Background: an optimization exercise with open tools, aiming at small area, a short achievable clock period and few clock cycles per item. Do not read the settings as production practice. Only simulation tests tie the RTL to the original design; equivalence was not proved. Power and IR drop assume default switching activity.

Design bcrypt_core, start of the top module:
module bcrypt_core (
  input  logic         clk,
  input  logic         reset_l,
  input  logic         start,
  input  logic [4:0]   cost,
  input  logic [127:0] salt,
  input  logic [575:0] key,
  output logic [31:0]  s_addr,
  output logic [3:0]   s_we,
  output logic [127:0] s_wdata,
  input  logic [127:0] s_rdata,
  output logic [191:0] hash,
  output logic         done
);
  localparam logic [575:0] PI_P = 576'h8979fb1b9216d5d9b54709173f84d5b5c97c50ddc0ac29b734e90c6cbe5466cf38d01377452821e6ec4e6c89082efa98299f31d0a40938220370734413198a2e85a308d3243f6a88;
  localparam logic [191:0] CTEXT = {32'h6f756274, 32'h63727944, 32'h64657253, 32'h65686f6c, 32'h65616e42, 32'h4f727068};
  localparam logic [1:0] PH_SALTED = 2'd0,   
                         PH_KEY    = 2'd1,   
                         PH_SALT   = 2'd2,   
                         PH_CTEXT  = 2'd3;   
  localparam logic [9:0] CNT_P0 = 10'd1015;  
  logic         busy, done_r;
  logic [4:0]   k;        
  logic [1:0]   phase;
  logic [9:0]   cnt;      
  logic [575:0] P;        
  logic [31:0]  l, r;     
  logic [63:0]  c1, c2;   
  wire in_exp  = (phase != PH_CTEXT);
  wire ppart   = in_exp & cnt[9];
  wire keyen   = in_exp & (cnt == CNT_P0);
  wire salten  = (phase == PH_SALTED) & (k[4:1] == 4'd0);
  wire pfix    = in_exp & ((cnt[9:3] == 7'h7f) | (cnt == 10'd0));
  wire [3:0] pidx = cnt[3:0] - 4'd8;
  wire byp     = pfix & (k[4:1] == pidx);
  wire k17     = (k == 5'd17);
  wire exp_end = in_exp & (cnt == 10'd511);
  wire ct_bend = (cnt[5:0] == 6'd63);    
  wire ct_end  = ct_bend & cnt[7];        
  wire [31:0] iter_inc = {1'b0, c1[30:0]} + 32'd1;
  logic it_last;          
  logic [17:0] kh;
  always_comb
    for (int i = 0; i < 18; i++) kh[i] = (k == i);
  logic [31:0] kmux, pi_w;
  always_comb begin
    kmux = 32'h0;
    pi_w = 32'h0;
    for (int i = 0; i < 18; i++) begin
      kmux = kmux | ({32{kh[i]}} & key[32*i +: 32]);
      pi_w = pi_w | ({32{kh[i]}} & PI_P[32*i +: 32]);
    end
  end
  wire [1:0]  ssel = (phase == PH_SALT) ? k[1:0] : {~cnt[0], k[0]};
  ...
==> flow/config.mk <==
export PLATFORM = sky130hd
export DESIGN_NAME = bcrypt_core
export DESIGN_NICKNAME = bcrypt_core
export VERILOG_FILES = /design/flow/design.v
export SDC_FILE = /design/flow/constraint.sdc
export NUM_CORES = 4
export LEC_CHECK = 0
export CAP_MARGIN = 30
export CORE_MARGIN = 2
export CORE_UTILIZATION = 20
export CTS_CLUSTER_DIAMETER = 100
export CTS_CLUSTER_SIZE = 20
export PLACE_DENSITY = 0.75
export SETUP_SLACK_MARGIN = 3
export SLEW_MARGIN = 40
export TNS_END_PERCENT = 5
==> flow/constraint.sdc <==
create_clock -name core_clock -period 10.0 [get_ports {clk}]
set_input_delay 2.0000 -clock core_clock [delete_from_list [all_inputs] [get_ports {clk}]]
set_output_delay 2.0000 -clock core_clock [all_outputs]
set_load 0.01 [all_outputs]
standard.sh (not shown) runs the stock make flow with config.mk's settings and CLKGATE_MAP_FILE= SYNTH_SCRIPT=/design/flow/synth_recipe.tcl, a recipe that flattens the netlist after the stock synthesis.
==> flow/flow/run.sh <==
#!/bin/bash
# The standard layout, with the ports buffered by buf_1 cells.
set -euo pipefail
export BUFFER_PORTS_ARGS="-buffer_cell sky130_fd_sc_hd__buf_1"
bash standard.sh > standard.log 2>&1
The baseline finished but failed the layout checks on antenna violations.
Testbench counts at the start, summed over its fixed seeds: cycles 681,180, hashes 18.
Rerun with:
==> flow/flow/run.sh (replaced) <==
#!/bin/bash
# The standard layout, with the ports buffered by buf_1 cells and more rounds
# of antenna repair after detailed routing.
set -euo pipefail
export BUFFER_PORTS_ARGS="-buffer_cell sky130_fd_sc_hd__buf_1"
export MAX_REPAIR_ANTENNAS_ITER_DRT=12
bash standard.sh > standard.log 2>&1
--- a/flow/config.mk
+++ b/flow/config.mk
@@ -7,3 +7,3 @@
 export LEC_CHECK = 0
-export CAP_MARGIN = 30
+export CAP_MARGIN = 20
 export CORE_MARGIN = 2
@@ -14,3 +14,3 @@
 export SETUP_SLACK_MARGIN = 3
-export SLEW_MARGIN = 40
+export SLEW_MARGIN = 25
 export TNS_END_PERCENT = 5
What happened:
- With this change the flow finished with timing, DRC and antenna clean
- hold slack stays flat
- via count rose slightly
- die area is unchanged
Rerun with:
==> flow/flow/run.sh (replaced) <==
#!/bin/bash
# The standard layout, with the ports buffered by buf_1 cells and the pins
# allowed on every routing track (the die is too small for two-track spacing).
set -euo pipefail
export BUFFER_PORTS_ARGS="-buffer_cell sky130_fd_sc_hd__buf_1"
export PLACE_PINS_ARGS="-min_distance 1 -min_distance_in_tracks"
bash standard.sh > standard.log 2>&1
--- a/flow/config.mk
+++ b/flow/config.mk
@@ -7,5 +7,5 @@
 export LEC_CHECK = 0
-export CAP_MARGIN = 20
+export CAP_MARGIN = 30
 export CORE_MARGIN = 2
-export CORE_UTILIZATION = 20
+export CORE_UTILIZATION = 35
 export CTS_CLUSTER_DIAMETER = 100
@@ -14,3 +14,3 @@
 export SETUP_SLACK_MARGIN = 3
-export SLEW_MARGIN = 25
+export SLEW_MARGIN = 40
 export TNS_END_PERCENT = 5
What happened: With this change the flow stopped in global routing (5_1_grt); synthesized cell count stays the same; area after synthesis does not change.
Rerun with:
==> flow/flow/run.sh (replaced) <==
#!/bin/bash
# The standard layout, with the ports buffered by buf_1 cells and more rounds
# of antenna repair after detailed routing.
set -euo pipefail
export BUFFER_PORTS_ARGS="-buffer_cell sky130_fd_sc_hd__buf_1"
export MAX_REPAIR_ANTENNAS_ITER_DRT=12
bash standard.sh > standard.log 2>&1
--- a/flow/config.mk
+++ b/flow/config.mk
@@ -9,3 +9,3 @@
 export CORE_MARGIN = 2
-export CORE_UTILIZATION = 35
+export CORE_UTILIZATION = 20
 export CTS_CLUSTER_DIAMETER = 100
What happened: The changed run finished clean; synthesized area is unchanged; synthesized cell count is unchanged.
Rerun with:
--- a/flow/config.mk
+++ b/flow/config.mk
@@ -15,2 +15,2 @@
 export SLEW_MARGIN = 40
-export TNS_END_PERCENT = 5
+export TNS_END_PERCENT = 1
The changed run finished with timing, DRC and antenna clean.
Combinational power increases by about 3%.
Via count increases by 1.3%.
Total power increases by 0.70%.
Critical path depth decreases by 2.
Clock-buffer cell count stays the same.
Wire length is about the same.
Synthesized area stays the same.
Die area stays the same.
Rerun with:
==> flow/flow/run.sh (replaced) <==
#!/bin/bash
# The standard layout, with the ports buffered by buf_1 cells.
set -euo pipefail
export BUFFER_PORTS_ARGS="-buffer_cell sky130_fd_sc_hd__buf_1"
bash standard.sh > standard.log 2>&1
--- a/flow/config.mk
+++ b/flow/config.mk
@@ -15,2 +15 @@
 export SLEW_MARGIN = 40
-export TNS_END_PERCENT = 1
The new run ran to the end with no violations.
Worst setup slack gets better by 160 ps.
Sequential power hardly moves.
Final area rose by 4.6%.
Via count went up by 0.34%.
Worst hold slack barely changes.
Utilization goes up by 1.2 points.
Sequential share of layout area fell by 1.7 points.
Area after synthesis stays the same.
First-iteration DRC count went down by 13%.

* * *

bcrypt_core, a different RTL version from the one above (not shown whole).
For scale: about 3400 cells after synthesis, ~36000 um2 of cells after synthesis.
export LEC_CHECK = 0
export CAP_MARGIN = 30
export CORE_MARGIN = 2
export CORE_UTILIZATION = 35
export CTS_CLUSTER_DIAMETER = 100
export CTS_CLUSTER_SIZE = 20
export PLACE_DENSITY = 0.75
export SETUP_SLACK_MARGIN = 3
export SLEW_MARGIN = 40
create_clock -name core_clock -period 10.0 [get_ports {clk}]
==> flow/flow/run.sh <==
#!/bin/bash
# The standard layout, with the ports buffered by buf_1 cells and the pins
# allowed on every routing track (the die is too small for two-track spacing).
set -euo pipefail
export BUFFER_PORTS_ARGS="-buffer_cell sky130_fd_sc_hd__buf_1"
export PLACE_PINS_ARGS="-min_distance 1 -min_distance_in_tracks"
bash standard.sh > standard.log 2>&1
Testbench counts at the start, summed over its fixed seeds: cycles 681,180, hashes 18.
Rerun with:
==> flow/flow/run.sh (replaced) <==
#!/bin/bash
# The standard layout, with the ports buffered by buf_1 cells.
set -euo pipefail
export BUFFER_PORTS_ARGS="-buffer_cell sky130_fd_sc_hd__buf_1"
bash standard.sh > standard.log 2>&1
Settings changed: CORE_UTILIZATION 35 to 20.
=>
- combinational power went up by roughly a tenth
- non-clock buffer count grows by 39
- worst setup slack gains 0.035 ns
- critical path depth drops by 1
- die area is higher by well over a third
- routed wire length rose by well over a third
Rerun with:
==> flow/flow/run.sh (replaced) <==
#!/bin/bash
# The standard layout, with the ports buffered by buf_1 cells and the pins
# allowed on every routing track (the die is too small for two-track spacing).
set -euo pipefail
export BUFFER_PORTS_ARGS="-buffer_cell sky130_fd_sc_hd__buf_1"
export PLACE_PINS_ARGS="-min_distance 1 -min_distance_in_tracks"
bash standard.sh > standard.log 2>&1
Settings changed: CORE_UTILIZATION 20 to 35, CTS_CLUSTER_SIZE 20 to 24.
Non-clock buffer count goes down by 39; total power went down by 6.5%; utilization grows by 18 points; cell count fell by about 15%; routed wire length came out lower by 27%.
Rerun with:
==> flow/flow/run.sh (replaced) <==
#!/bin/bash
# The standard layout, with the ports buffered by buf_1 cells.
set -euo pipefail
export BUFFER_PORTS_ARGS="-buffer_cell sky130_fd_sc_hd__buf_1"
bash standard.sh > standard.log 2>&1
Settings changed: CORE_UTILIZATION 35 to 20.
=>
- clock skew rose by 0.0067 ns
- utilization fell by 18 points
- total power rose by 5.4%
- final cell count rose by about 18%
- setup slack gains 0.063 ns
- global-route usage fell by 7.5 points
- synthesized area is unchanged
- maximum frequency rose by 0.77%

* * *

Another version of the RTL of bcrypt_core (not shown whole).
Size: ~34000 sq um of cells after synthesis.
clock: 10.0 ns
lec_check: 0
cap_margin: 30
core_margin: 2
core_utilization: 20
cts_buf_list: sky130_fd_sc_hd__clkbuf_8 sky130_fd_sc_hd__clkbuf_16
cts_cluster_diameter: 100
cts_cluster_size: 20
place_density: 0.75
setup_slack_margin: 2
slew_margin: 40
tns_end_percent: 5
==> flow/flow/run.sh <==
#!/bin/bash
# The standard layout, with the ports buffered by buf_1 cells and more rounds
# of antenna repair after detailed routing.
set -euo pipefail
export BUFFER_PORTS_ARGS="-buffer_cell sky130_fd_sc_hd__buf_1"
export MAX_REPAIR_ANTENNAS_ITER_DRT=12
bash standard.sh > standard.log 2>&1
Testbench counts at the start, summed over its fixed seeds: cycles 681,180, hashes 18.
Then changed:
Settings changed: CTS_BUF_LIST sky130_fd_sc_hd__clkbuf_8 sky130_fd_sc_hd__clkbuf_16 to unset, PLACE_DENSITY 0.75 to 0.85, SETUP_SLACK_MARGIN 2 to 3.
The changed run passed the timing, design-rule and antenna checks. Register-to-register slack is better by 20 ps. Die area does not change. Utilization is about the same. Cell area is about the same. Critical path depth came out lower by 1. Wire length came out higher by 2.3%. Worst setup slack is worse by 120 ps. Clock skew came out higher by 19 ps. Combinational power stays flat. Fmax came out lower by 1.4%.
Then changed:
Settings changed: PLACE_DENSITY 0.85 to 0.75, SETUP_SLACK_MARGIN 3 to 2.
Effect: Synthesized cell count stays the same; power came out lower by 0.35%; sequential share of layout area barely changes; setup slack gets better by 120 ps; design area is about the same; first-iteration DRC count goes up by 6.6%; sequential power stays flat; core utilization hardly moves; wire length went down by 2.3%; die area does not change.
Then changed:
Settings changed: SETUP_SLACK_MARGIN 2 to 3.
Clock power rises by about 2%. Die area stays the same. Utilization barely changes. Maximum frequency falls by 1.0%. Sequential share of layout area barely changes. Critical path depth decreases by 1.
Then changed:
Settings changed: SETUP_SLACK_MARGIN 3 to 4.
Effect: Clock power goes up by a few percent; die area is unchanged; sequential power stays flat.

## re-timing with driven ports
No port has a modelled driver above. Below, the same layouts with a new extraction and two added sets of constraints. Step 1, drivers: a clkbuf_16 drives clk and a buf_2 each remaining input, both assumed. Step 2 times the ports against the registers' clock, not the clock port: input delays grow and output delays shrink by t, the midpoint of the rising clock arrivals with the driver on. Slacks: ideal ports / drivers / drivers and shift; pairs: ideal ports / drivers.
| run | shift t [ns] | setup slack, ns | hold WS [ns] | worst register clock-pin slew, ns |
|---|---|---|---|---|
| the first run of note 1 | 0.685 | 1.666 / 1.593 / 1.635 | 0.317 / 0.317 / 0.317 | 0.10 / 0.10 |
| the second run of note 1 | 0.702 | 1.450 / 1.377 / 1.610 | 0.316 / 0.316 / 0.316 | 0.10 / 0.10 |
| the fourth run of note 1 | 0.685 | 1.666 / 1.593 / 1.635 | 0.317 / 0.317 / 0.317 | 0.10 / 0.10 |
| the fifth run of note 1 | 0.673 | 1.623 / 1.552 / 1.593 | 0.312 / 0.312 / 0.312 | 0.10 / 0.10 |
| the sixth run of note 1 | 0.690 | 1.787 / 1.689 / 1.689 | 0.313 / 0.313 / 0.313 | 0.10 / 0.10 |
| the first run of note 2 | 0.678 | 1.737 / 1.700 / 1.700 | 0.297 / 0.297 / 0.297 | 0.10 / 0.10 |
| the second run of note 2 | 0.747 | 1.772 / 1.727 / 1.727 | 0.311 / 0.311 / 0.311 | 0.11 / 0.11 |
| the third run of note 2 | 0.692 | 1.717 / 1.681 / 1.681 | 0.323 / 0.323 / 0.323 | 0.11 / 0.11 |
| the fourth run of note 2 | 0.727 | 1.780 / 1.737 / 1.737 | 0.315 / 0.315 / 0.315 | 0.12 / 0.12 |
| the first run of note 3 | 0.724 | 1.714 / 1.590 / 1.590 | 0.316 / 0.316 / 0.316 | 0.10 / 0.10 |
| the second run of note 3 | 0.730 | 1.595 / 1.524 / 1.524 | 0.310 / 0.310 / 0.310 | 0.11 / 0.11 |
| the third run of note 3 | 0.726 | 1.712 / 1.587 / 1.587 | 0.317 / 0.317 / 0.317 | 0.10 / 0.10 |
| the fourth run of note 3 | 0.707 | 1.628 / 1.530 / 1.530 | 0.307 / 0.307 / 0.307 | 0.10 / 0.10 |
| the fifth run of note 3 | 0.718 | 1.566 / 1.464 / 1.464 | 0.313 / 0.313 / 0.313 | 0.10 / 0.10 |
The setup slack of the third run of note 3, which loses most, moves by -0.125 ns with the drivers and by -0.125 ns with both steps.
